Background: an optimization exercise with open tools, aiming at small area. Do not read the settings as production practice.
Only simulation tests tie the RTL to the original design; equivalence was not proved.

== exp/fjord ==
// CPU
module CPU (
    input clk,
    input reset,
    input [3:0] ALUControl,
    input [3:0] readReg1,
    input [3:0] readReg2,
    input [3:0] writeReg,
    input [31:0] writeData,
    input writeEnable,
    output [31:0] ALUResult,
    output Zero
);
export LEC_CHECK = 0
export CAP_MARGIN = 20
export CORE_MARGIN = 2
export CORE_UTILIZATION = 70
export SETUP_SLACK_MARGIN = 0.2
export SLEW_MARGIN = 20
create_clock -name core_clock -period 15.0 [get_ports {clk}]
standard.sh (not shown) runs the stock make flow with config.mk's settings and CLKGATE_MAP_FILE= SYNTH_SCRIPT=/design/flow/synth_recipe.tcl, a recipe that flattens the netlist after the stock synthesis.
==> flow/flow/run.sh <==
#!/bin/bash
# Layout flow: ORFS's synthesis with one added step, then the standard ORFS
# flow from floorplan to finish.
#
# The added step maps the design's hc_* gate modules (plain-logic modules in
# the RTL) straight to the library gates of the same function (flow/cellmap.v)
# before Yosys flattens the design, so ABC only maps the remaining logic.
# Registers are inferred and mapped exactly as in the standard synthesis.
# After global routing ORFS's power recovery (RECOVER_POWER) downsizes gates
# off the critical paths; port buffers are the smallest buffer.
# Each tool's output goes to a log file of its own in this folder.
set -euo pipefail
W=$PWD
mkdir -p $W/mysynth

# clock tree: 8x clock buffers in clusters of at most 16 flip-flops, no dummy loads
CTS_ARGS="-sink_clustering_enable -repair_clock_nets -buf_list sky130_fd_sc_hd__clkbuf_8"
CTS_ARGS="$CTS_ARGS -sink_clustering_size 16 -sink_clustering_max_diameter 50 -dont_use_dummy_load"

# standard synthesis, for reference (register names and cells)
make -C $FLOW_HOME DESIGN_CONFIG=$FLOW_CONFIG WORK_HOME=$W/orfs_std CLKGATE_MAP_FILE= \
  SYNTH_SCRIPT=$W/synth_recipe.tcl synth > $W/std_synth.log 2>&1 || true

# ORFS synth.tcl with the cell-mapping step after the first hierarchy command
sed "/^hierarchy -check -top/a techmap -map $W/flow/cellmap.v" \
  $FLOW_HOME/scripts/synth.tcl > $W/mysynth/synth.tcl
grep -q "cellmap.v" $W/mysynth/synth.tcl
sed "s#source \$::env(SCRIPTS_DIR)/synth.tcl#source $W/mysynth/synth.tcl#" \
  $W/synth_recipe.tcl > $W/mysynth/synth_recipe.tcl
grep -q "mysynth/synth.tcl" $W/mysynth/synth_recipe.tcl

make -C $FLOW_HOME DESIGN_CONFIG=$FLOW_CONFIG WORK_HOME=$W/orfs CLKGATE_MAP_FILE= \
  SYNTH_SCRIPT=$W/mysynth/synth_recipe.tcl synth > $W/my_synth.log 2>&1

# compare the registers with the standard synthesis
python3 $W/flow/regs.py $W/orfs_std/results/$FLOW_PLATFORM/CPU/base/1_2_yosys.v \
  $W/orfs/results/$FLOW_PLATFORM/CPU/base/1_2_yosys.v > $W/regs_compare.log 2>&1 || true
[ -n "${FT_SYNTH_ONLY:-}" ] && exit 0

make -C $FLOW_HOME DESIGN_CONFIG=$FLOW_CONFIG WORK_HOME=$W/orfs CLKGATE_MAP_FILE= \
  SYNTH_SCRIPT=$W/mysynth/synth_recipe.tcl \
  BUFFER_PORTS_ARGS="-buffer_cell sky130_fd_sc_hd__buf_1" \
  CTS_ARGS="$CTS_ARGS" RECOVER_POWER=100 ${FT_TARGET:-finish} > $W/orfs_flow.log 2>&1
[ -n "${FT_TARGET:-}" ] && exit 0

: # left out here: write the final layout as DEF
  $FLOW_OUT/final.def > $W/mysynth/write_def.tcl
openroad -no_init -exit $W/mysynth/write_def.tcl > $W/write_def.log 2>&1
Other scripts of this flow, unchanged in this note and not shown: flow/flow/cellmap.v, flow/flow/regs.py
The flow for exp/fjord finished, though final verification flagged capacitance limit, slew limit.
[inputs] exp/indigo vs exp/fjord
diff --git a/flow/flow/run.sh b/flow/flow/run.sh
--- a/flow/flow/run.sh
+++ b/flow/flow/run.sh
@@ -8,4 +8,3 @@
 # Registers are inferred and mapped exactly as in the standard synthesis.
-# After global routing ORFS's power recovery (RECOVER_POWER) downsizes gates
-# off the critical paths; port buffers are the smallest buffer.
+# Port buffers are the smallest buffer.
 # Each tool's output goes to a log file of its own in this folder.
@@ -42,3 +41,3 @@
   BUFFER_PORTS_ARGS="-buffer_cell sky130_fd_sc_hd__buf_1" \
-  CTS_ARGS="$CTS_ARGS" RECOVER_POWER=100 ${FT_TARGET:-finish} > $W/orfs_flow.log 2>&1
+  CTS_ARGS="$CTS_ARGS" ${FT_TARGET:-finish} > $W/orfs_flow.log 2>&1
 [ -n "${FT_TARGET:-}" ] && exit 0
Notes after the runs:
Out of exp/fjord and exp/indigo, the only run to close with the timing, DRC and antenna checks passing was exp/indigo. After detailed routing, exp/fjord needs less wire than exp/indigo. ~same worst hold slack in exp/fjord and exp/indigo. exp/indigo vs. exp/fjord: cell depth of the worst flop-to-flop path now sits higher, time the worst path needs with I/O delays and setup now sits higher. Relative area change from synthesis to final layout: lower on exp/fjord. Number of inserted diodes, exp/fjord and exp/indigo, lower one = exp/fjord.

==> separate check: timing with driven ports <==
How much do the figures lean on ideal ports? The routed layouts below were timed once more, with nothing changed but the port constraints. Step 1 assumes that a clkbuf_16 drives the clock port and a buf_2 every other input. Step 2, shift: input delay + t, output delay - t, t = (earliest + latest rising clock arrival at the registers) / 2. This alone moves slack from input paths to output paths. a / b / c = ideal ports / drivers / drivers and shift; a / b = the first two.
run | shift t [ns] | setup slack, ns | hold WS [ns] | worst data-port slew with drivers (ns)
exp/fjord | 0.662 | 1.315 / 1.159 / 1.159 | 0.513 / 0.513 / 0.513 | 0.16
exp/indigo | 0.665 | 1.301 / 1.147 / 1.147 | 0.515 / 0.515 / 0.515 | 0.16
The setup slack of exp/fjord, which loses most, moves by -0.156 ns with the drivers and by -0.156 ns with both steps.
